Context: an optimization exercise on an open-source flow, tuned for small area, a short achievable clock period and few clock cycles. The choices shown serve that exercise and are no tape-out recipe. At most, simulation tests tie the RTL to the original design; equivalence was not proved. Function not checked in runs 2 and 3: the RTL went through the layout flow alone.

==> flow/design.v, too long to show whole: its modules and the start of the top module <==
// module fundamental_milestone: 1563 lines
// module m1_fa: 4 lines
// module m1_ha: 4 lines
module fundamental_milestone (
		input logic Clock_50,
		input logic Resetn,
		input logic m1_enable,
		input logic [15:0] SRAM_read_data,
		output logic [15:0] SRAM_write_data,
		output logic SRAM_we_n,
		output logic [17:0] SRAM_address,
		output logic m1_disable
		);
  // ...
==> flow/flow/run.sh <==
#!/bin/bash
set -euo pipefail
cat >> config.mk <<'EOC'
export SETUP_SLACK_MARGIN = 11.6
EOC
bash standard.sh > standard.log 2>&1
==> flow/standard.sh <==
#!/bin/bash
# synth_recipe.tcl (not shown) runs the flow's synth.tcl, then flattens the netlist and writes it again
# the make line also repeats each setting of config.mk as NAME=value (left out here)
make -C /OpenROAD-flow-scripts/flow DESIGN_CONFIG=/design/flow/config.mk WORK_HOME=/design/flow/orfs CLKGATE_MAP_FILE= SYNTH_SCRIPT=/design/flow/synth_recipe.tcl "${@:-finish}"
==> flow/config.mk <==
export PLATFORM = sky130hd
export DESIGN_NAME = fundamental_milestone
export DESIGN_NICKNAME = fundamental_milestone
export VERILOG_FILES = /design/flow/design.v
export SDC_FILE = /design/flow/constraint.sdc
export NUM_CORES = 4
export LEC_CHECK = 0
export CAP_MARGIN = 20
export CORE_MARGIN = 2
export CORE_UTILIZATION = 40
export CTS_CLUSTER_DIAMETER = 70
export CTS_CLUSTER_SIZE = 36
export PLACE_DENSITY = 0.6
export SLEW_MARGIN = 20
export SYNTH_HIERARCHICAL = 1
export SYNTH_MINIMUM_KEEP_SIZE = 0
export SETUP_SLACK_MARGIN = 11.6
==> flow/constraint.sdc <==
create_clock -name core_clock -period 16.0 [get_ports {Clock_50}]
set_input_delay 3.2000 -clock core_clock [delete_from_list [all_inputs] [get_ports {Clock_50}]]
set_output_delay 3.2000 -clock core_clock [all_outputs]
set_load 0.01 [all_outputs]
==> results.cfg, run 1 <==
[synthesis]
synth_top_family_by_area = adder cells
synth_xor_area_share_pct = 1.95
synth.most_common_cell = fa_1
synth-edff-count = 156
synth_flop_cell = dfxtp_1
ys_async_sr_fraction_pct = 0.824
synth_area_um2 = 23300
syn_avg_cell_area_um2 = 12.0
muxShareOfSynthArea_pct = 5.40

[sta]
max_slew.worst_pin.slew_ns = 1.09
period_share_pct = 28.0
rsz0062_at_grt = yes
relSlewSlack_pct = 27.4

[cells_and_area]
inverters = 227
final_area_um2 = 26200
nNetsFinal = 2501
finalNonFillerCells = 2811
nMultiInputCombCells = 1300
multi_input_area_share_pct = 51.8

[routing]
routed_wl_um = 56000
top_layer_used = met4
ant_nets = 0
route.detailed.drc = 0
drt_first_iter_violations = 1008
drtPass1Iterations = 5

[cts]
ctsResizeCount = 131
numCtsBuffers = 27
cts_hold_buf = 0
cts_buffer_depth = 3

[setup_path]
path_cells = ha_4 > fa_2 > fa_2 > fa_2 > fa_1 > inv_2 > ha_4 > nor3_1 > a32o_1 > a31o_2 > o41ai_4 > buf_4 > o21bai_2 > xor2_1 > mux2_2
rrSetupSlack_ns = 11.52
cp-end-kind = flip-flop
cp_slowest_stage_delay_ns = 0.58

[placement]
place_area_um2 = 24800
hpwl_um = 42100

[min_path]
min_path_cells = 0

[grt]
antenna_found_initial = 1

[outcome]
status = finished clean

[floorplan]
core_area_um2 = 57700
Testbench counts, summed over its fixed seeds: cycles 1,536,200.
==> run 2, diff against run 1 <==
--- a/flow/design.v
+++ b/flow/design.v
@@ -336,290 +336,285 @@
 wire fp_90 = t2[4] ^ t3[4];
 wire fp_91 = t2[4] & t3[4];
 wire fp_92 = t2[5] ^ t3[5];
 wire fp_93 = t2[5] & t3[5];
 wire fp_94 = t2[6] ^ t3[6];
 wire fp_95 = t2[6] & t3[6];
 wire fp_96 = t2[7] ^ t3[7];
 wire fp_97 = t2[7] & t3[7];
-wire fp_98 = fp_87 | (fp_86 & fp_85);
-wire fp_99 = fp_86 & fp_84;
-wire fp_100 = fp_91 | (fp_90 & fp_89);
-wire fp_101 = fp_90 & fp_88;
-wire fp_102 = fp_95 | (fp_94 & fp_93);
-wire fp_103 = fp_94 & fp_92;
-wire fp_104 = fp_85 | (fp_84 & fp_83);
-wire fp_105 = fp_98 | (fp_99 & fp_83);
-wire fp_106 = fp_93 | (fp_92 & fp_100);
-wire fp_107 = fp_92 & fp_101;
-wire fp_108 = fp_102 | (fp_103 & fp_100);
-wire fp_109 = fp_103 & fp_101;
-wire fp_110 = fp_89 | (fp_88 & fp_105);
-wire fp_111 = fp_100 | (fp_101 & fp_105);
-wire fp_112 = fp_106 | (fp_107 & fp_105);
-wire fp_113 = fp_108 | (fp_109 & fp_105);
-wire fp_114 = fp_97 | (fp_96 & fp_113);
-wire fp_115 = fp_84 ^ fp_83;
-wire fp_116 = fp_86 ^ fp_104;
-wire fp_117 = fp_88 ^ fp_105;
-wire fp_118 = fp_90 ^ fp_110;
-wire fp_119 = fp_92 ^ fp_111;
-wire fp_120 = fp_94 ^ fp_112;
-wire fp_121 = fp_96 ^ fp_113;
-wire fp_122 = 1'b0 ^ fp_114;
-assign p3_d = {fp_122, fp_121, fp_120, fp_119, fp_118, fp_117, fp_116, fp_115, fp_82};
+wire fp_98 = fp_83 | (fp_82 & 1'b1);
+wire fp_99 = fp_87 | (fp_86 & fp_85);
+wire fp_100 = fp_86 & fp_84;
+wire fp_101 = fp_91 | (fp_90 & fp_89);
+wire fp_102 = fp_90 & fp_88;
+wire fp_103 = fp_95 | (fp_94 & fp_93);
+wire fp_104 = fp_94 & fp_92;
+wire fp_105 = fp_85 | (fp_84 & fp_98);
+wire fp_106 = fp_99 | (fp_100 & fp_98);
+wire fp_107 = fp_93 | (fp_92 & fp_101);
+wire fp_108 = fp_92 & fp_102;
+wire fp_109 = fp_103 | (fp_104 & fp_101);
+wire fp_110 = fp_104 & fp_102;
+wire fp_111 = fp_89 | (fp_88 & fp_106);
+wire fp_112 = fp_101 | (fp_102 & fp_106);
+wire fp_113 = fp_107 | (fp_108 & fp_106);
+wire fp_114 = fp_109 | (fp_110 & fp_106);
+wire fp_115 = fp_97 | (fp_96 & fp_114);
+wire fp_116 = fp_82 ^ 1'b1;
+wire fp_117 = fp_84 ^ fp_98;
+wire fp_118 = fp_86 ^ fp_105;
+wire fp_119 = fp_88 ^ fp_106;
+wire fp_120 = fp_90 ^ fp_111;
+wire fp_121 = fp_92 ^ fp_112;
+wire fp_122 = fp_94 ^ fp_113;
+wire fp_123 = fp_96 ^ fp_114;
+wire fp_124 = 1'b0 ^ fp_115;
+assign p3_d = {fp_124, fp_123, fp_122, fp_121, fp_120, fp_119, fp_118, fp_117, fp_116};
 logic [9:0] fout;
 wire fi_0, fi_1;
-m1_ha u_fi_0 (.a(p1[7]), .b(p1[5]), .s(fi_0), .co(fi_1));
+m1_fa u_fi_0 (.a(p1[5]), .b(p1[3]), .c(p1[1]), .s(fi_0), .co(fi_1));
 wire fi_2, fi_3;
-m1_ha u_fi_2 (.a(p1[8]), .b(p1[6]), .s(fi_2), .co(fi_3));
+m1_fa u_fi_2 (.a(p1[6]), .b(p1[4]), .c(p1[2]), .s(fi_2), .co(fi_3));
 wire fi_4, fi_5;
-m1_ha u_fi_4 (.a(p1[5]), .b(p1[3]), .s(fi_4), .co(fi_5));
+m1_ha u_fi_4 (.a(~p2[4]), .b(p2[2]), .s(fi_4), .co(fi_5));
 wire fi_6, fi_7;
-m1_fa u_fi_6 (.a(p1[6]), .b(p1[4]), .c(p1[2]), .s(fi_6), .co(fi_7));
+m1_fa u_fi_6 (.a(p1[7]), .b(p1[5]), .c(p1[3]), .s(fi_6), .co(fi_7));
 wire fi_8, fi_9;
-m1_fa u_fi_8 (.a(~p2[4]), .b(p2[2]), .c(~p2[0]), .s(fi_8), .co(fi_9));
+m1_fa u_fi_8 (.a(~p2[5]), .b(p2[3]), .c(~p2[1]), .s(fi_8), .co(fi_9));
 wire fi_10, fi_11;
-m1_fa u_fi_10 (.a(fi_0), .b(p1[3]), .c(~p2[5]), .s(fi_10), .co(fi_11));
+m1_ha u_fi_10 (.a(~p3[7]), .b(p3[2]), .s(fi_10), .co(fi_11));
 wire fi_12, fi_13;
-m1_fa u_fi_12 (.a(p2[3]), .b(~p2[1]), .c(~p3[7]), .s(fi_12), .co(fi_13));
+m1_fa u_fi_12 (.a(p1[8]), .b(p1[6]), .c(p1[4]), .s(fi_12), .co(fi_13));
 wire fi_14, fi_15;
-m1_ha u_fi_14 (.a(p3[2]), .b(p3[0]), .s(fi_14), .co(fi_15));
+m1_fa u_fi_14 (.a(~p2[6]), .b(p2[4]), .c(~p2[2]), .s(fi_14), .co(fi_15));
 wire fi_16, fi_17;
-m1_fa u_fi_16 (.a(fi_1), .b(fi_2), .c(p1[4]), .s(fi_16), .co(fi_17));
+m1_fa u_fi_16 (.a(~p3[8]), .b(p3[3]), .c(p3[1]), .s(fi_16), .co(fi_17));
 wire fi_18, fi_19;
-m1_fa u_fi_18 (.a(~p2[6]), .b(p2[4]), .c(~p2[2]), .s(fi_18), .co(fi_19));
+m1_fa u_fi_18 (.a(p1[7]), .b(p1[5]), .c(~p2[7]), .s(fi_18), .co(fi_19));
 wire fi_20, fi_21;
-m1_fa u_fi_20 (.a(~p3[8]), .b(p3[3]), .c(p3[1]), .s(fi_20), .co(fi_21));
-wire fi_22, fi_23;
-m1_fa u_fi_22 (.a(fi_3), .b(p1[7]), .c(p1[5]), .s(fi_22), .co(fi_23));
-wire fi_24, fi_25;
-m1_fa u_fi_24 (.a(~p2[7]), .b(p2[5]), .c(~p2[3]), .s(fi_24), .co(fi_25));
-wire fi_26 = ~(p3[4] ^ p3[2]);
-wire fi_27 = p3[4] | p3[2];
+m1_fa u_fi_20 (.a(p2[5]), .b(~p2[3]), .c(p3[4]), .s(fi_20), .co(fi_21));
+wire fi_22 = ~p3[2];
+wire fi_23, fi_24;
+m1_fa u_fi_23 (.a(p1[8]), .b(p1[6]), .c(~p2[8]), .s(fi_23), .co(fi_24));
+wire fi_25, fi_26;
+m1_fa u_fi_25 (.a(p2[6]), .b(~p2[4]), .c(p3[5]), .s(fi_25), .co(fi_26));
+wire fi_27 = ~p3[3];
 wire fi_28, fi_29;
-m1_fa u_fi_28 (.a(p1[8]), .b(p1[6]), .c(~p2[8]), .s(fi_28), .co(fi_29));
+m1_fa u_fi_28 (.a(p1[7]), .b(p2[7]), .c(~p2[5]), .s(fi_28), .co(fi_29));
 wire fi_30, fi_31;
-m1_fa u_fi_30 (.a(p2[6]), .b(~p2[4]), .c(p3[5]), .s(fi_30), .co(fi_31));
-wire fi_32 = ~p3[3];
-wire fi_33, fi_34;
-m1_fa u_fi_33 (.a(p1[7]), .b(p2[7]), .c(~p2[5]), .s(fi_33), .co(fi_34));
-wire fi_35, fi_36;
-m1_ha u_fi_35 (.a(p1[8]), .b(p2[8]), .s(fi_35), .co(fi_36));
-wire fi_37, fi_38;
-m1_ha u_fi_37 (.a(p1[2]), .b(p1[0]), .s(fi_37), .co(fi_38));
-wire fi_39, fi_40;
-m1_ha u_fi_39 (.a(p1[3]), .b(p1[1]), .s(fi_39), .co(fi_40));
-wire fi_41, fi_42;
-m1_fa u_fi_41 (.a(p1[4]), .b(p1[2]), .c(p1[0]), .s(fi_41), .co(fi_42));
-wire fi_43, fi_44;
-m1_ha u_fi_43 (.a(~p2[2]), .b(p2[0]), .s(fi_43), .co(fi_44));
-wire fi_45, fi_46;
-m1_fa u_fi_45 (.a(fi_4), .b(p1[1]), .c(~p2[3]), .s(fi_45), .co(fi_46));
-wire fi_47, fi_48;
-m1_fa u_fi_47 (.a(p2[1]), .b(~p3[5]), .c(p3[0]), .s(fi_47), .co(fi_48));
-wire fi_49, fi_50;
-m1_fa u_fi_49 (.a(fi_5), .b(fi_6), .c(fi_8), .s(fi_49), .co(fi_50));
-wire fi_51 = ~(~p3[6] ^ p3[1]);
-wire fi_52 = ~p3[6] | p3[1];
-wire fi_53, fi_54;
-m1_fa u_fi_53 (.a(fi_7), .b(fi_9), .c(fi_10), .s(fi_53), .co(fi_54));
-wire fi_55 = ~(fi_12 ^ fi_14);
-wire fi_56 = fi_12 | fi_14;
-wire fi_57, fi_58;
-m1_fa u_fi_57 (.a(fi_11), .b(fi_13), .c(fi_15), .s(fi_57), .co(fi_58));
-wire fi_59, fi_60;
-m1_fa u_fi_59 (.a(fi_16), .b(fi_18), .c(fi_20), .s(fi_59), .co(fi_60));
-wire fi_61, fi_62;
-m1_fa u_fi_61 (.a(fi_17), .b(fi_19), .c(fi_21), .s(fi_61), .co(fi_62));
-wire fi_63, fi_64;
-m1_fa u_fi_63 (.a(fi_22), .b(fi_24), .c(fi_26), .s(fi_63), .co(fi_64));
-wire fi_65, fi_66;
-m1_fa u_fi_65 (.a(fi_23), .b(fi_25), .c(fi_27), .s(fi_65), .co(fi_66));
-wire fi_67, fi_68;
-m1_fa u_fi_67 (.a(fi_28), .b(fi_30), .c(fi_32), .s(fi_67), .co(fi_68));
-wire fi_69, fi_70;
-m1_fa u_fi_69 (.a(fi_29), .b(fi_31), .c(p3[3]), .s(fi_69), .co(fi_70));
-wire fi_71, fi_72;
-m1_fa u_fi_71 (.a(fi_33), .b(p3[6]), .c(p3[4]), .s(fi_71), .co(fi_72));
-wire fi_73, fi_74;
-m1_fa u_fi_73 (.a(fi_34), .b(fi_35), .c(~p2[6]), .s(fi_73), .co(fi_74));
-wire fi_75 = ~(p3[7] ^ p3[5]);
-wire fi_76 = p3[7] | p3[5];
+m1_ha u_fi_30 (.a(p1[8]), .b(p2[8]), .s(fi_30), .co(fi_31));
+wire fi_32, fi_33;
+m1_ha u_fi_32 (.a(p1[2]), .b(p1[0]), .s(fi_32), .co(fi_33));
+wire fi_34, fi_35;
+m1_ha u_fi_34 (.a(p1[3]), .b(p1[1]), .s(fi_34), .co(fi_35));
+wire fi_36, fi_37;
+m1_fa u_fi_36 (.a(p1[4]), .b(p1[2]), .c(p1[0]), .s(fi_36), .co(fi_37));
+wire fi_38, fi_39;
+m1_ha u_fi_38 (.a(~p2[2]), .b(p2[0]), .s(fi_38), .co(fi_39));
+wire fi_40, fi_41;
+m1_fa u_fi_40 (.a(fi_0), .b(~p2[3]), .c(p2[1]), .s(fi_40), .co(fi_41));
+wire fi_42 = ~(~p3[5] ^ p3[0]);
+wire fi_43 = ~p3[5] | p3[0];
+wire fi_44, fi_45;
+m1_fa u_fi_44 (.a(fi_1), .b(fi_2), .c(fi_4), .s(fi_44), .co(fi_45));
+wire fi_46, fi_47;
+m1_fa u_fi_46 (.a(~p2[0]), .b(~p3[6]), .c(p3[1]), .s(fi_46), .co(fi_47));
+wire fi_48, fi_49;
+m1_fa u_fi_48 (.a(fi_3), .b(fi_5), .c(fi_6), .s(fi_48), .co(fi_49));
+wire fi_50, fi_51;
+m1_fa u_fi_50 (.a(fi_8), .b(fi_10), .c(p3[0]), .s(fi_50), .co(fi_51));
+wire fi_52, fi_53;
+m1_fa u_fi_52 (.a(fi_7), .b(fi_9), .c(fi_11), .s(fi_52), .co(fi_53));
+wire fi_54, fi_55;
+m1_fa u_fi_54 (.a(fi_12), .b(fi_14), .c(fi_16), .s(fi_54), .co(fi_55));
+wire fi_56, fi_57;
+m1_fa u_fi_56 (.a(fi_13), .b(fi_15), .c(fi_17), .s(fi_56), .co(fi_57));
+wire fi_58, fi_59;
+m1_fa u_fi_58 (.a(fi_18), .b(fi_20), .c(fi_22), .s(fi_58), .co(fi_59));
+wire fi_60, fi_61;
+m1_fa u_fi_60 (.a(fi_19), .b(fi_21), .c(p3[2]), .s(fi_60), .co(fi_61));
+wire fi_62, fi_63;
+m1_fa u_fi_62 (.a(fi_23), .b(fi_25), .c(fi_27), .s(fi_62), .co(fi_63));
+wire fi_64, fi_65;
+m1_fa u_fi_64 (.a(fi_24), .b(fi_26), .c(p3[3]), .s(fi_64), .co(fi_65));
+wire fi_66, fi_67;
+m1_fa u_fi_66 (.a(fi_28), .b(p3[6]), .c(p3[4]), .s(fi_66), .co(fi_67));
+wire fi_68, fi_69;
+m1_fa u_fi_68 (.a(fi_29), .b(fi_30), .c(~p2[6]), .s(fi_68), .co(fi_69));
+wire fi_70 = ~(p3[7] ^ p3[5]);
+wire fi_71 = p3[7] | p3[5];
+wire fi_72, fi_73;
+m1_fa u_fi_72 (.a(fi_31), .b(~p2[7]), .c(p3[8]), .s(fi_72), .co(fi_73));
+wire fi_74 = ~p3[6];
+wire fi_75, fi_76;
+m1_ha u_fi_75 (.a(~p2[8]), .b(p3[7]), .s(fi_75), .co(fi_76));
 wire fi_77, fi_78;
-m1_fa u_fi_77 (.a(fi_36), .b(~p2[7]), .c(p3[8]), .s(fi_77), .co(fi_78));
-wire fi_79 = ~p3[6];
-wire fi_80, fi_81;
-m1_ha u_fi_80 (.a(~p2[8]), .b(p3[7]), .s(fi_80), .co(fi_81));
-wire fi_82, fi_83;
-m1_ha u_fi_82 (.a(fi_37), .b(~p2[0]), .s(fi_82), .co(fi_83));
-wire fi_84, fi_85;
-m1_fa u_fi_84 (.a(fi_38), .b(fi_39), .c(~p2[1]), .s(fi_84), .co(fi_85));
-wire fi_86, fi_87;
-m1_fa u_fi_86 (.a(fi_40), .b(fi_41), .c(fi_43), .s(fi_86), .co(fi_87));
-wire fi_88, fi_89;
-m1_fa u_fi_88 (.a(fi_42), .b(fi_44), .c(fi_45), .s(fi_88), .co(fi_89));
-wire fi_90, fi_91;
-m1_fa u_fi_90 (.a(fi_46), .b(fi_48), .c(fi_49), .s(fi_90), .co(fi_91));
-wire fi_92, fi_93;
-m1_fa u_fi_92 (.a(fi_50), .b(fi_52), .c(fi_53), .s(fi_92), .co(fi_93));
-wire fi_94, fi_95;
-m1_fa u_fi_94 (.a(fi_54), .b(fi_56), .c(fi_57), .s(fi_94), .co(fi_95));
-wire fi_96, fi_97;
-m1_fa u_fi_96 (.a(fi_58), .b(fi_60), .c(fi_61), .s(fi_96), .co(fi_97));
-wire fi_98, fi_99;
-m1_fa u_fi_98 (.a(fi_62), .b(fi_64), .c(fi_65), .s(fi_98), .co(fi_99));
-wire fi_100, fi_101;
-m1_fa u_fi_100 (.a(fi_66), .b(fi_68), .c(fi_69), .s(fi_100), .co(fi_101));
-wire fi_102, fi_103;
-m1_fa u_fi_102 (.a(fi_70), .b(fi_72), .c(fi_73), .s(fi_102), .co(fi_103));
-wire fi_104, fi_105;
-m1_fa u_fi_104 (.a(fi_74), .b(fi_76), .c(fi_77), .s(fi_104), .co(fi_105));
-wire fi_106, fi_107;
-m1_fa u_fi_106 (.a(fi_78), .b(p3[6]), .c(fi_80), .s(fi_106), .co(fi_107));
-wire fi_108, fi_109;
-m1_ha u_fi_108 (.a(p1[0]), .b(~p3[0]), .s(fi_108), .co(fi_109));
-wire fi_110, fi_111;
-m1_ha u_fi_110 (.a(p1[1]), .b(~p3[1]), .s(fi_110), .co(fi_111));
-wire fi_112 = ~(fi_82 ^ ~p3[2]);
-wire fi_113 = fi_82 | ~p3[2];
-wire fi_114, fi_115;
-m1_fa u_fi_114 (.a(fi_83), .b(fi_84), .c(~p3[3]), .s(fi_114), .co(fi_115));
-wire fi_116, fi_117;
-m1_fa u_fi_116 (.a(fi_85), .b(fi_86), .c(~p3[4]), .s(fi_116), .co(fi_117));
-wire fi_118, fi_119;
-m1_fa u_fi_118 (.a(fi_87), .b(fi_88), .c(fi_47), .s(fi_118), .co(fi_119));
-wire fi_120, fi_121;
-m1_fa u_fi_120 (.a(fi_89), .b(fi_90), .c(fi_51), .s(fi_120), .co(fi_121));
-wire fi_122, fi_123;
-m1_fa u_fi_122 (.a(fi_91), .b(fi_92), .c(fi_55), .s(fi_122), .co(fi_123));
-wire fi_124, fi_125;
-m1_fa u_fi_124 (.a(fi_93), .b(fi_94), .c(fi_59), .s(fi_124), .co(fi_125));
-wire fi_126, fi_127;
-m1_fa u_fi_126 (.a(fi_95), .b(fi_96), .c(fi_63), .s(fi_126), .co(fi_127));
-wire fi_128, fi_129;
-m1_fa u_fi_128 (.a(fi_97), .b(fi_98), .c(fi_67), .s(fi_128), .co(fi_129));
-wire fi_130, fi_131;
-m1_fa u_fi_130 (.a(fi_99), .b(fi_100), .c(fi_71), .s(fi_130), .co(fi_131));
-wire fi_132, fi_133;
-m1_fa u_fi_132 (.a(fi_101), .b(fi_102), .c(fi_75), .s(fi_132), .co(fi_133));
-wire fi_134, fi_135;
-m1_fa u_fi_134 (.a(fi_103), .b(fi_104), .c(fi_79), .s(fi_134), .co(fi_135));
-wire fi_136 = ~(fi_105 ^ fi_106);
-wire fi_137 = fi_105 | fi_106;
-wire fi_138, fi_139;
-m1_fa u_fi_138 (.a(fi_107), .b(fi_81), .c(p3[8]), .s(fi_138), .co(fi_139));
-wire fi_140 = fi_108 & 1'b1;
-wire fi_141 = fi_108 | 1'b1;
-wire fi_142 = fi_109 & fi_110;
-wire fi_143 = fi_109 | fi_110;
-wire fi_144 = fi_111 & fi_112;
-wire fi_145 = fi_111 | fi_112;
-wire fi_146 = fi_113 & fi_114;
-wire fi_147 = fi_113 | fi_114;
-wire fi_148 = fi_115 & fi_116;
-wire fi_149 = fi_115 | fi_116;
-wire fi_150 = fi_117 & fi_118;
-wire fi_151 = fi_117 | fi_118;
-wire fi_152 = fi_119 & fi_120;
-wire fi_153 = fi_119 | fi_120;
-wire fi_154 = fi_121 & fi_122;
-wire fi_155 = fi_121 | fi_122;
-wire fi_156 = fi_142 | (fi_143 & fi_140);
-wire fi_157 = fi_143 & fi_141;
-wire fi_158 = fi_146 | (fi_147 & fi_144);
-wire fi_159 = fi_147 & fi_145;
-wire fi_160 = fi_158 | (fi_159 & fi_156);
-wire fi_161 = fi_159 & fi_157;
-wire fi_162 = fi_150 | (fi_151 & fi_148);
-wire fi_163 = fi_151 & fi_149;
-wire fi_164 = fi_154 | (fi_155 & fi_152);
-wire fi_165 = fi_155 & fi_153;
-wire fi_166 = fi_164 | (fi_165 & fi_162);
-wire fi_167 = fi_165 & fi_163;
-wire fi_168 = fi_166 | (fi_167 & fi_160);
-wire fi_169 = fi_167 & fi_161;
-wire fi_170 = fi_123 ^ fi_124;
-wire fi_171 = fi_123 & fi_124;
-wire fi_172 = fi_123 | fi_124;
-wire fi_173 = fi_125 ^ fi_126;
-wire fi_174 = fi_125 & fi_126;
-wire fi_175 = fi_125 | fi_126;
-wire fi_176 = fi_127 ^ fi_128;
-wire fi_177 = fi_127 & fi_128;
-wire fi_178 = fi_127 | fi_128;
-wire fi_179 = fi_129 ^ fi_130;
-wire fi_180 = fi_129 & fi_130;
-wire fi_181 = fi_129 | fi_130;
-wire fi_182 = fi_131 ^ fi_132;
-wire fi_183 = fi_131 & fi_132;
-wire fi_184 = fi_131 | fi_132;
-wire fi_185 = fi_133 ^ fi_134;
-wire fi_186 = fi_133 & fi_134;
-wire fi_187 = fi_133 | fi_134;
-wire fi_188 = fi_135 ^ fi_136;
-wire fi_189 = fi_135 & fi_136;
-wire fi_190 = fi_135 | fi_136;
-wire fi_191 = fi_137 ^ fi_138;
-wire fi_192 = fi_137 & fi_138;
-wire fi_193 = fi_137 | fi_138;
-wire fi_194 = fi_139 ^ 1'b1;
-wire fi_195 = fi_139 & 1'b1;
-wire fi_196 = fi_139 | 1'b1;
-wire fi_197 = fi_174 | (fi_175 & fi_171);
-wire fi_198 = fi_175 & fi_172;
-wire fi_199 = fi_180 | (fi_181 & fi_177);
-wire fi_200 = fi_181 & fi_178;
-wire fi_201 = fi_186 | (fi_187 & fi_183);
-wire fi_202 = fi_187 & fi_184;
-wire fi_203 = fi_192 | (fi_193 & fi_189);
-wire fi_204 = fi_193 & fi_190;
-wire fi_205 = 1'b1 & fi_195;
-wire fi_206 = 1'b1 & fi_196;
-wire fi_207 = fi_177 | (fi_178 & fi_197);
-wire fi_208 = fi_178 & fi_198;
-wire fi_209 = fi_199 | (fi_200 & fi_197);
-wire fi_210 = fi_200 & fi_198;
-wire fi_211 = fi_189 | (fi_190 & fi_201);
-wire fi_212 = fi_190 & fi_202;
-wire fi_213 = fi_203 | (fi_204 & fi_201);
-wire fi_214 = fi_204 & fi_202;
-wire fi_215 = fi_183 | (fi_184 & fi_209);
-wire fi_216 = fi_184 & fi_210;
-wire fi_217 = fi_201 | (fi_202 & fi_209);
-wire fi_218 = fi_202 & fi_210;
-wire fi_219 = fi_211 | (fi_212 & fi_209);
-wire fi_220 = fi_212 & fi_210;
-wire fi_221 = fi_213 | (fi_214 & fi_209);
-wire fi_222 = fi_214 & fi_210;
-wire fi_223 = fi_195 | (fi_196 & fi_221);
-wire fi_224 = fi_196 & fi_222;
-wire fi_225 = fi_205 | (fi_206 & fi_221);
-wire fi_226 = fi_206 & fi_222;
-wire fi_227 = fi_170 ^ fi_168;
-wire fi_228 = fi_171 | (fi_172 & fi_168);
-wire fi_229 = fi_173 ^ fi_228;
-wire fi_230 = fi_197 | (fi_198 & fi_168);
-wire fi_231 = fi_176 ^ fi_230;
-wire fi_232 = fi_207 | (fi_208 & fi_168);
-wire fi_233 = fi_179 ^ fi_232;
-wire fi_234 = fi_209 | (fi_210 & fi_168);
-wire fi_235 = fi_182 ^ fi_234;
-wire fi_236 = fi_215 | (fi_216 & fi_168);
-wire fi_237 = fi_185 ^ fi_236;
-wire fi_238 = fi_217 | (fi_218 & fi_168);
-wire fi_239 = fi_188 ^ fi_238;
-wire fi_240 = fi_219 | (fi_220 & fi_168);
-wire fi_241 = fi_191 ^ fi_240;
-wire fi_242 = fi_221 | (fi_222 & fi_168);
-wire fi_243 = fi_194 ^ fi_242;
-wire fi_244 = fi_223 | (fi_224 & fi_168);
-wire fi_245 = 1'b1 ^ fi_244;
-assign fout = {fi_245, fi_243, fi_241, fi_239, fi_237, fi_235, fi_233, fi_231, fi_229, fi_227};
+m1_ha u_fi_77 (.a(fi_32), .b(~p2[0]), .s(fi_77), .co(fi_78));
+wire fi_79, fi_80;
+m1_fa u_fi_79 (.a(fi_33), .b(fi_34), .c(~p2[1]), .s(fi_79), .co(fi_80));
+wire fi_81, fi_82;
+m1_fa u_fi_81 (.a(fi_35), .b(fi_36), .c(fi_38), .s(fi_81), .co(fi_82));
+wire fi_83, fi_84;
+m1_fa u_fi_83 (.a(fi_37), .b(fi_39), .c(fi_40), .s(fi_83), .co(fi_84));
+wire fi_85, fi_86;
+m1_fa u_fi_85 (.a(fi_41), .b(fi_43), .c(fi_44), .s(fi_85), .co(fi_86));
+wire fi_87, fi_88;
+m1_fa u_fi_87 (.a(fi_45), .b(fi_47), .c(fi_48), .s(fi_87), .co(fi_88));
+wire fi_89, fi_90;
+m1_fa u_fi_89 (.a(fi_49), .b(fi_51), .c(fi_52), .s(fi_89), .co(fi_90));
+wire fi_91, fi_92;
+m1_fa u_fi_91 (.a(fi_53), .b(fi_55), .c(fi_56), .s(fi_91), .co(fi_92));
+wire fi_93, fi_94;
+m1_fa u_fi_93 (.a(fi_57), .b(fi_59), .c(fi_60), .s(fi_93), .co(fi_94));
+wire fi_95, fi_96;
+m1_fa u_fi_95 (.a(fi_61), .b(fi_63), .c(fi_64), .s(fi_95), .co(fi_96));
+wire fi_97, fi_98;
+m1_fa u_fi_97 (.a(fi_65), .b(fi_67), .c(fi_68), .s(fi_97), .co(fi_98));
+wire fi_99, fi_100;
+m1_fa u_fi_99 (.a(fi_69), .b(fi_71), .c(fi_72), .s(fi_99), .co(fi_100));
+wire fi_101, fi_102;
+m1_fa u_fi_101 (.a(fi_73), .b(p3[6]), .c(fi_75), .s(fi_101), .co(fi_102));
+wire fi_103, fi_104;
+m1_ha u_fi_103 (.a(p1[1]), .b(~p3[1]), .s(fi_103), .co(fi_104));
+wire fi_105 = ~(fi_77 ^ ~p3[2]);
+wire fi_106 = fi_77 | ~p3[2];
+wire fi_107, fi_108;
+m1_fa u_fi_107 (.a(fi_78), .b(fi_79), .c(~p3[3]), .s(fi_107), .co(fi_108));
+wire fi_109, fi_110;
+m1_fa u_fi_109 (.a(fi_80), .b(fi_81), .c(~p3[4]), .s(fi_109), .co(fi_110));
+wire fi_111, fi_112;
+m1_fa u_fi_111 (.a(fi_82), .b(fi_83), .c(fi_42), .s(fi_111), .co(fi_112));
+wire fi_113, fi_114;
+m1_fa u_fi_113 (.a(fi_84), .b(fi_85), .c(fi_46), .s(fi_113), .co(fi_114));
+wire fi_115, fi_116;
+m1_fa u_fi_115 (.a(fi_86), .b(fi_87), .c(fi_50), .s(fi_115), .co(fi_116));
+wire fi_117, fi_118;
+m1_fa u_fi_117 (.a(fi_88), .b(fi_89), .c(fi_54), .s(fi_117), .co(fi_118));
+wire fi_119, fi_120;
+m1_fa u_fi_119 (.a(fi_90), .b(fi_91), .c(fi_58), .s(fi_119), .co(fi_120));
+wire fi_121, fi_122;
+m1_fa u_fi_121 (.a(fi_92), .b(fi_93), .c(fi_62), .s(fi_121), .co(fi_122));
+wire fi_123, fi_124;
+m1_fa u_fi_123 (.a(fi_94), .b(fi_95), .c(fi_66), .s(fi_123), .co(fi_124));
+wire fi_125, fi_126;
+m1_fa u_fi_125 (.a(fi_96), .b(fi_97), .c(fi_70), .s(fi_125), .co(fi_126));
+wire fi_127, fi_128;
+m1_fa u_fi_127 (.a(fi_98), .b(fi_99), .c(fi_74), .s(fi_127), .co(fi_128));
+wire fi_129 = ~(fi_100 ^ fi_101);
+wire fi_130 = fi_100 | fi_101;
+wire fi_131, fi_132;
+m1_fa u_fi_131 (.a(fi_102), .b(fi_76), .c(p3[8]), .s(fi_131), .co(fi_132));
+wire fi_133 = p1[0] & ~p3[0];
+wire fi_134 = p1[0] | ~p3[0];
+wire fi_135 = fi_103 & 1'b1;
+wire fi_136 = fi_103 | 1'b1;
+wire fi_137 = fi_104 & fi_105;
+wire fi_138 = fi_104 | fi_105;
+wire fi_139 = fi_106 & fi_107;
+wire fi_140 = fi_106 | fi_107;
+wire fi_141 = fi_108 & fi_109;
+wire fi_142 = fi_108 | fi_109;
+wire fi_143 = fi_110 & fi_111;
+wire fi_144 = fi_110 | fi_111;
+wire fi_145 = fi_112 & fi_113;
+wire fi_146 = fi_112 | fi_113;
+wire fi_147 = fi_114 & fi_115;
+wire fi_148 = fi_114 | fi_115;
+wire fi_149 = fi_135 | (fi_136 & fi_133);
+wire fi_150 = fi_136 & fi_134;
+wire fi_151 = fi_139 | (fi_140 & fi_137);
+wire fi_152 = fi_140 & fi_138;
+wire fi_153 = fi_151 | (fi_152 & fi_149);
+wire fi_154 = fi_152 & fi_150;
+wire fi_155 = fi_143 | (fi_144 & fi_141);
+wire fi_156 = fi_144 & fi_142;
+wire fi_157 = fi_147 | (fi_148 & fi_145);
+wire fi_158 = fi_148 & fi_146;
+wire fi_159 = fi_157 | (fi_158 & fi_155);
+wire fi_160 = fi_158 & fi_156;
+wire fi_161 = fi_159 | (fi_160 & fi_153);
+wire fi_162 = fi_160 & fi_154;
+wire fi_163 = fi_116 ^ fi_117;
+wire fi_164 = fi_116 & fi_117;
+wire fi_165 = fi_116 | fi_117;
+wire fi_166 = fi_118 ^ fi_119;
+wire fi_167 = fi_118 & fi_119;
+wire fi_168 = fi_118 | fi_119;
+wire fi_169 = fi_120 ^ fi_121;
+wire fi_170 = fi_120 & fi_121;
+wire fi_171 = fi_120 | fi_121;
+wire fi_172 = fi_122 ^ fi_123;
+wire fi_173 = fi_122 & fi_123;
+wire fi_174 = fi_122 | fi_123;
+wire fi_175 = fi_124 ^ fi_125;
+wire fi_176 = fi_124 & fi_125;
+wire fi_177 = fi_124 | fi_125;
+wire fi_178 = fi_126 ^ fi_127;
+wire fi_179 = fi_126 & fi_127;
+wire fi_180 = fi_126 | fi_127;
+wire fi_181 = fi_128 ^ fi_129;
+wire fi_182 = fi_128 & fi_129;
+wire fi_183 = fi_128 | fi_129;
+wire fi_184 = fi_130 ^ fi_131;
+wire fi_185 = fi_130 & fi_131;
+wire fi_186 = fi_130 | fi_131;
+wire fi_187 = fi_132 ^ 1'b1;
+wire fi_188 = fi_132 & 1'b1;
+wire fi_189 = fi_132 | 1'b1;
+wire fi_190 = fi_167 | (fi_168 & fi_164);
+wire fi_191 = fi_168 & fi_165;
+wire fi_192 = fi_173 | (fi_174 & fi_170);
+wire fi_193 = fi_174 & fi_171;
+wire fi_194 = fi_179 | (fi_180 & fi_176);
+wire fi_195 = fi_180 & fi_177;
+wire fi_196 = fi_185 | (fi_186 & fi_182);
+wire fi_197 = fi_186 & fi_183;
+wire fi_198 = 1'b1 & fi_188;
+wire fi_199 = 1'b1 & fi_189;
+wire fi_200 = fi_170 | (fi_171 & fi_190);
+wire fi_201 = fi_171 & fi_191;
+wire fi_202 = fi_192 | (fi_193 & fi_190);
+wire fi_203 = fi_193 & fi_191;
+wire fi_204 = fi_182 | (fi_183 & fi_194);
+wire fi_205 = fi_183 & fi_195;
+wire fi_206 = fi_196 | (fi_197 & fi_194);
+wire fi_207 = fi_197 & fi_195;
+wire fi_208 = fi_176 | (fi_177 & fi_202);
+wire fi_209 = fi_177 & fi_203;
+wire fi_210 = fi_194 | (fi_195 & fi_202);
+wire fi_211 = fi_195 & fi_203;
+wire fi_212 = fi_204 | (fi_205 & fi_202);
+wire fi_213 = fi_205 & fi_203;
+wire fi_214 = fi_206 | (fi_207 & fi_202);
+wire fi_215 = fi_207 & fi_203;
+wire fi_216 = fi_188 | (fi_189 & fi_214);
+wire fi_217 = fi_189 & fi_215;
+wire fi_218 = fi_198 | (fi_199 & fi_214);
+wire fi_219 = fi_199 & fi_215;
+wire fi_220 = fi_163 ^ fi_161;
+wire fi_221 = fi_164 | (fi_165 & fi_161);
+wire fi_222 = fi_166 ^ fi_221;
+wire fi_223 = fi_190 | (fi_191 & fi_161);
+wire fi_224 = fi_169 ^ fi_223;
+wire fi_225 = fi_200 | (fi_201 & fi_161);
+wire fi_226 = fi_172 ^ fi_225;
+wire fi_227 = fi_202 | (fi_203 & fi_161);
+wire fi_228 = fi_175 ^ fi_227;
+wire fi_229 = fi_208 | (fi_209 & fi_161);
+wire fi_230 = fi_178 ^ fi_229;
+wire fi_231 = fi_210 | (fi_211 & fi_161);
+wire fi_232 = fi_181 ^ fi_231;
+wire fi_233 = fi_212 | (fi_213 & fi_161);
+wire fi_234 = fi_184 ^ fi_233;
+wire fi_235 = fi_214 | (fi_215 & fi_161);
+wire fi_236 = fi_187 ^ fi_235;
+wire fi_237 = fi_216 | (fi_217 & fi_161);
+wire fi_238 = 1'b1 ^ fi_237;
+assign fout = {fi_238, fi_236, fi_234, fi_232, fi_230, fi_228, fi_226, fi_224, fi_222, fi_220};
 logic [10:0] r_a_d, r_b_d, g_a_d, g_b_d, b_a_d, b_b_d;
 logic        r_c_d, g_c_d, b_c_d;
 wire cr_0, cr_1;
 m1_fa u_cr_0 (.a(px_y[4]), .b(px_y[2]), .c(px_y[0]), .s(cr_0), .co(cr_1));
 wire cr_2, cr_3;
 m1_fa u_cr_2 (.a(px_y[5]), .b(px_y[3]), .c(px_y[1]), .s(cr_2), .co(cr_3));
 wire cr_4, cr_5;
 m1_fa u_cr_4 (.a(px_y[6]), .b(px_y[4]), .c(px_y[2]), .s(cr_4), .co(cr_5));
==> flow/flow/run.sh (replaced) <==
#!/bin/bash
set -euo pipefail
cat >> config.mk <<'EOC'
export SETUP_SLACK_MARGIN = 11.8
EOC
bash standard.sh > standard.log 2>&1
--- a/flow/config.mk
+++ b/flow/config.mk
@@ -9,9 +9,9 @@
 export CORE_MARGIN = 2
 export CORE_UTILIZATION = 40
 export CTS_CLUSTER_DIAMETER = 70
 export CTS_CLUSTER_SIZE = 36
 export PLACE_DENSITY = 0.6
 export SLEW_MARGIN = 20
 export SYNTH_HIERARCHICAL = 1
 export SYNTH_MINIMUM_KEEP_SIZE = 0
-export SETUP_SLACK_MARGIN = 11.6
+export SETUP_SLACK_MARGIN = 11.8
==> run 2 against run 1 <==
  * Sequential share of layout area is 0.068 points higher
  * Non-clock buffer count is 9 higher
  * Design area barely moved
  * Critical path depth is 14 lower
  * Global-route usage down 0.87 points
  * Critical endpoint is now SRAM_we_n
  * Largest cell class unchanged
==> results.cfg, run 2 <==
[outcome]
status = finished clean

[routing]
drt_first_iter_violations = 859
wl_per_cell_um = 19.1
route.detailed.drc = 0
vias = 14405
ant_nets = 0
drtPass1Iterations = 7
routed_wl_um = 53200
avgViaCountPerCell = 5.17

[sta]
layout_setup_ws_ns = 11.60
skew_ns = 0.0363
max_slew.worst_pin.slew_ns = 1.09
relSlewSlack_pct = 27.1
period_share_pct = 27.5
rsz0062_at_grt = yes
setup_viol = 0
fin_setup_tns_ns = 0
slew_violations = 0
final_hold_viol_count = 0
fmax_mhz = 228
min_period_ns = 4.40

[synthesis]
syn_avg_cell_area_um2 = 12.2
synth_cells = 1908
synth_nets = 2379
yosysSeqAreaShare_pct = 38.2
ys_async_sr_fraction_pct = 0.824
netlist_top_cells_area = fa_1 (24%), edfxtp_1 (20%), dfxtp_1 (18%)
synth_top_cell_area_share_pct = 24.4
yosysTopAreaCell = fa_1
synth-edff-count = 156
yosys_warnings = 7
synth_common_cells = fa_1 (283), inv_1 (212), dfxtp_1 (205)
synth_flop_cell = dfxtp_1
synth.most_common_cell = fa_1
ys_ff_latch = 364
synth_area_um2 = 23200
synth_cell_types = 85

[cts]
cts_hold_buf = 0
cts_buffer_depth = 3
cts_max_level = 1
clock_latency_ns = 0.59
numCtsBuffers = 28
clkTransAtPathRegs_ns = 0.10
clockRootBuffer = clkbuf_16
cts_tree = built
clock-sinks = 364

[cells_and_area]
drive_gt1_share_pct = 16.2
nNetsFinal = 2470
fill_cells = 5264
n_antenna_cell = 0
area_growth_pct = 13.1
final_common_cell = fa_1
final_area_um2 = 26200
mostFrequentLayoutCells = fa_1 (267), inv_1 (208), ha_1 (164)
utilization_pct = 45.7
largestRegisters = SRAM_address: 18 flops, wp: 18 flops, up: 17 flops

[min_path]
hold_class = reg2reg
min_from = us5[7]
whs_endpoint = us4[7]
min_path_cells = 0

[floorplan]
ioPinCount = 55
fp.dieArea_um2 = 60000
core_area_um2 = 57500
die_h_um = 245
die_width_um = 245
start_util_pct = 40.4
rows = 88

[setup_path]
timing.rr.start = p1[7]
worstPathArrival_ns = 1.20
path_cells = buf_6
rrSetupSlack_ns = 11.89
worstSetupPathType = reg2out
start_kind = flip-flop
crit_family = flip-flops
cp-end-kind = primary output
rr_worst_depth = 12
critPathMaxFanout = 1
cp_num_buf_inv = 1
crit_required_ns = 12.80
r2r_end = px_u[7]
cp_slowest_stage_delay_ns = 0.53
cpMaxStageDelayCell = dfstp_2

[placement]
place_area_um2 = 24600
place_congestion = 0.876
hpwl_um = 40300
place_ws_ns = 11.57
portBuffers = 54

[grt]
grt_max_degree = 57
grt_util_all_layers_pct = 18.0
grt_pass1_wl_um = 84600
antenna_found_initial = 2
grt_pass1_vias = 15443
overflow = 0

[run]
max-cap-violations = 0
## run 2: cell types whose count changed after synthesis, moves of 7 or more
| cell | change |
|---|---|
| inv_1 | -13 |
| buf_2 | +10 |
| clkbuf_1 | -9 |
| nand3_1 | +7 |
| nor2_1 | -7 |
## run 2: logic make-up after synthesis
| logic type | Yosys count | synth area share, % |
|---|---|---|
| AND/OR/NAND/NOR | 355 | 7.11 |
| AO/OA/AOI/OAI | 311 | 9.03 |
| adder cells (fa/ha/maj) | 459 | 33.8 |
| buffers and inverters | 267 | 4.44 |
| flip-flops | 364 | 38.2 |
| multiplexers | 98 | 5.28 |
| XOR/XNOR | 54 | 2.10 |
## run 2: layout make-up
| cell class | count | area [um^2] | area share (%) |
|---|---|---|---|
| clock buffers | 32 | 737 | 2.81 |
| clock inverters | 20 | 289 | 1.10 |
| inverters | 213 | 803 | 3.06 |
| multi-input cells | 1277 | 13500 | 51.4 |
| flip-flops and latches | 364 | 8950 | 34.1 |
| well taps | 765 | 957 | 3.65 |
| repair buffers | 115 | 1000 | 3.83 |
## run 2: per-layer routing
metal | share of wire, % | GRT usage, % | wire (um) | vias up
li1 | - | - | - | 6730
met1 | 43 | 23.5 | 22900 | 7285
met2 | 50 | 31.4 | 26500 | 305
met3 | 4.5 | 2.46 | 2370 | 83
met4 | 2.7 | 4.81 | 1410 | 2
met5 | 0.024 | 0 | 13 | -
## run 2: stage by stage
stage	hold WS, ns	instances
after CTS	0.449	2771
after global routing	0.456	2786
after detailed placement	0.425	2692
after global placement	0.426	2692
final	0.449	2786
after floorplan	0.418	1908
## run 2: worst max-delay path by stage
stage | start | end | cells after the start
floorplan | p2[5] | px_u[7] | 15
global placement | p2[5] | px_u[7] | 15
detailed placement | p2[5] | px_u[7] | 15
CTS | SRAM_we_n | SRAM_we_n | 1
global route | SRAM_we_n | SRAM_we_n | 1
finish | SRAM_we_n | SRAM_we_n | 1
## run 2: Yosys stat by module, one instance, submodules excluded
| module | cell area (um^2) | copies in the design | cells inside |
|---|---|---|---|
| m1_ha | 12.5 | 50 | 1 |
| fundamental_milestone | 17400 | 1 | 1597 |
| m1_fa | 20.0 | 261 | 1 |
## run 2: repair_timing
action | CTS | global route
gates resized for setup | 218 | 57
buffers inserted | 27 | 15
pin swaps | 15 | 27
endpoints found under the setup margin | 45 | 51
==> run 3, diff against run 2 <==
--- a/flow/config.mk
+++ b/flow/config.mk
@@ -10,6 +10,7 @@
 export CORE_UTILIZATION = 40
 export CTS_CLUSTER_DIAMETER = 70
 export CTS_CLUSTER_SIZE = 36
+export GPL_TIMING_DRIVEN = 1
 export PLACE_DENSITY = 0.6
 export SLEW_MARGIN = 20
 export SYNTH_HIERARCHICAL = 1
==> run 3 against run 2 <==
  * Die area did not move
  * Fmax unchanged
  * Worst hold slack stayed put
  * Non-clock buffer count unchanged
  * Count of clock-buffer cells in the layout unchanged
  * Via count stayed put
  * Sequential share of layout area stayed put
  * Synthesized area unchanged
==> results.cfg, run 3 <==
[synthesis]
synth_common_cells = fa_1 (283), inv_1 (212), dfxtp_1 (205)
synth_flop_cell = dfxtp_1
synth_area_um2 = 23200
ys_ff_latch = 364
synth_nets = 2379
synth_cell_types = 85
ys_async_sr_fraction_pct = 0.824
yosys_warnings = 7
synth_cells = 1908
synth-edff-count = 156
synth.most_common_cell = fa_1
yosysTopAreaCell = fa_1
syn_avg_cell_area_um2 = 12.2
netlist_top_cells_area = fa_1 (24%), edfxtp_1 (20%), dfxtp_1 (18%)
synth_top_cell_area_share_pct = 24.4
yosysSeqAreaShare_pct = 38.2

[min_path]
hold_class = reg2reg
min_path_cells = 0

[sta]
skew_ns = 0.0363
rsz0062_at_grt = yes
fin_setup_tns_ns = 0
setup_viol = 0
relSlewSlack_pct = 27.1
final_hold_viol_count = 0
slew_violations = 0
min_period_ns = 4.40
fmax_mhz = 228
max_slew.worst_pin.slew_ns = 1.09
period_share_pct = 27.5

[cells_and_area]
utilization_pct = 45.7
n_antenna_cell = 0
mostFrequentLayoutCells = fa_1 (267), inv_1 (208), ha_1 (164)
final_area_um2 = 26200
final_common_cell = fa_1
multiInputGateArea_um2 = 13500
nNetsFinal = 2470
drive_gt1_share_pct = 16.2
area_growth_pct = 13.1
regArea_um2 = 8950
fill_cells = 5264
largestRegisters = SRAM_address: 18 flops, wp: 18 flops, up: 17 flops

[grt]
overflow = 0
grt_use_met2_pct = 31.4
grt_pass1_wl_um = 84600
busiest_layer = met2
grt_pass1_vias = 15443
grtUsageMet1_pct = 23.5
grt_util_all_layers_pct = 18.0
grt_max_degree = 57
antenna_found_initial = 2
gr-usage-met3_pct = 2.46

[routing]
route.detailed.drc = 0
avgViaCountPerCell = 5.17
drt_first_iter_violations = 859
drtPass1Iterations = 7
ant_nets = 0
vias = 14405
routed_wl_um = 53200
wl_per_cell_um = 19.1

[cts]
clkTransAtPathRegs_ns = 0.10
cts_tree = built
cts_max_level = 1
clockRootBuffer = clkbuf_16
clock-sinks = 364
numCtsBuffers = 28
clock_latency_ns = 0.59
cts_buffer_depth = 3

[placement]
place_congestion = 0.876
hpwl_um = 40300
place_area_um2 = 24600
portBuffers = 54

[setup_path]
start_kind = flip-flop
path_cells = buf_6
worstSetupPathType = reg2out
cp-end-kind = primary output
crit_family = flip-flops
cp_slowest_stage_delay_ns = 0.53
cpMaxStageDelayCell = dfstp_2
worstPathArrival_ns = 1.20
cp_num_buf_inv = 1
worst-path-stages = 1
critPathMaxFanout = 1
crit_required_ns = 12.80
rr_worst_depth = 12

[floorplan]
die_width_um = 245
die_h_um = 245
ioPinCount = 55
fp.dieArea_um2 = 60000
rows = 88
start_util_pct = 40.4
core_area_um2 = 57500

[outcome]
status = finished clean

[run]
max-cap-violations = 0
run 3: cell counts after synthesis:
Identical to the previous run, type by type.
run 3: modules after synthesis, one instance, submodules excluded:
module                 times used  flops+latches  cell area (um^2)  cells inside
m1_ha                          50              0              12.5             1
m1_fa                         261              0              20.0             1
fundamental_milestone           1            364             17400          1597
run 3: worst paths after layout:
kind,from,end,slack [ns]
max,SRAM_we_n,SRAM_we_n,11.60
min,us5[7],us4[7],0.45
max reg2reg,p1[7],px_u[7],11.89
min reg2reg,us5[7],us4[7],0.45
max in group asynchronous,Resetn,SRAM_we_n,12.98
min in group asynchronous,Resetn,m1_disable,2.80
run 3: cell type report:
| type | instances | share of cell area (%) |
|---|---|---|
| repair buffers | 115 | 3.83 |
| flip-flops and latches | 364 | 34.1 |
| inverters | 213 | 3.06 |
| clock inverters | 20 | 1.10 |
| clock buffers | 32 | 2.81 |
| multi-input cells | 1277 | 51.4 |
| well taps | 765 | 3.65 |
run 3: cells by family (layout without fill, tap and decap cells):
kind of cell	after synthesis	in the layout	synth area share, %
adders and majority gates	459	459	33.8
DFF	364	364	38.2
and+or+nand+nor	355	355	7.11
AOI/OAI and AO/OA	311	311	9.03
buffers and inverters	267	380	4.44
muxes	98	98	5.28
xor gates and xnor gates	54	54	2.10
run 3: repair_timing:
item / in CTS / in global routing
cloned: 0 / 0
setup endpoints to repair: 45 / 51
gates resized for setup: 218 / 57
hold buffers: 0 / 0
pin swaps: 15 / 27
buffers inserted: 27 / 15
run 3: per-layer routing:
metal / vias up / wire length [um]
li1: 6730 / -
met1: 7285 / 22900
met2: 305 / 26500
met3: 83 / 2370
met4: 2 / 1410
met5: - / 13
run 3: through the flow:
step | cells | hold WS [ns] | worst slack [ns]
global placement | 2692 | 0.426 | 11.56
CTS | 2771 | 0.449 | 11.58
detailed placement | 2692 | 0.425 | 11.57
floorplan | 1908 | 0.418 | 11.81
global route | 2786 | 0.456 | 11.57
finish | 2786 | 0.449 | 11.60

-- re-timing with driven ports --
The results above use ideal ports. As a check the final layouts listed here were re-extracted and re-timed, cells and wires unchanged. Step 1 (the two cells are an assumption about what drives the block):
set clk [get_ports {Clock_50}]
set_driving_cell -lib_cell sky130_fd_sc_hd__clkbuf_16 $clk
set_driving_cell -lib_cell sky130_fd_sc_hd__buf_2 [delete_from_list [all_inputs] $clk]
Step 2 times the ports against the registers' clock, not the clock port: input delays grow and output delays shrink by t, the midpoint of the rising clock arrivals with the driver on. a / b / c = ideal / step 1 / step 2; a / b = the first two.
run | shift t [ns] | setup WS [ns] | slew at the worst register clock pin (ns)
run 1 | 0.633 | 11.525 / 11.525 / 11.525 | 0.10 / 0.10
run 2 | 0.633 | 11.605 / 11.547 / 11.776 | 0.11 / 0.11
run 3 | 0.633 | 11.605 / 11.547 / 11.776 | 0.11 / 0.11
After both steps every run listed still meets setup and hold.
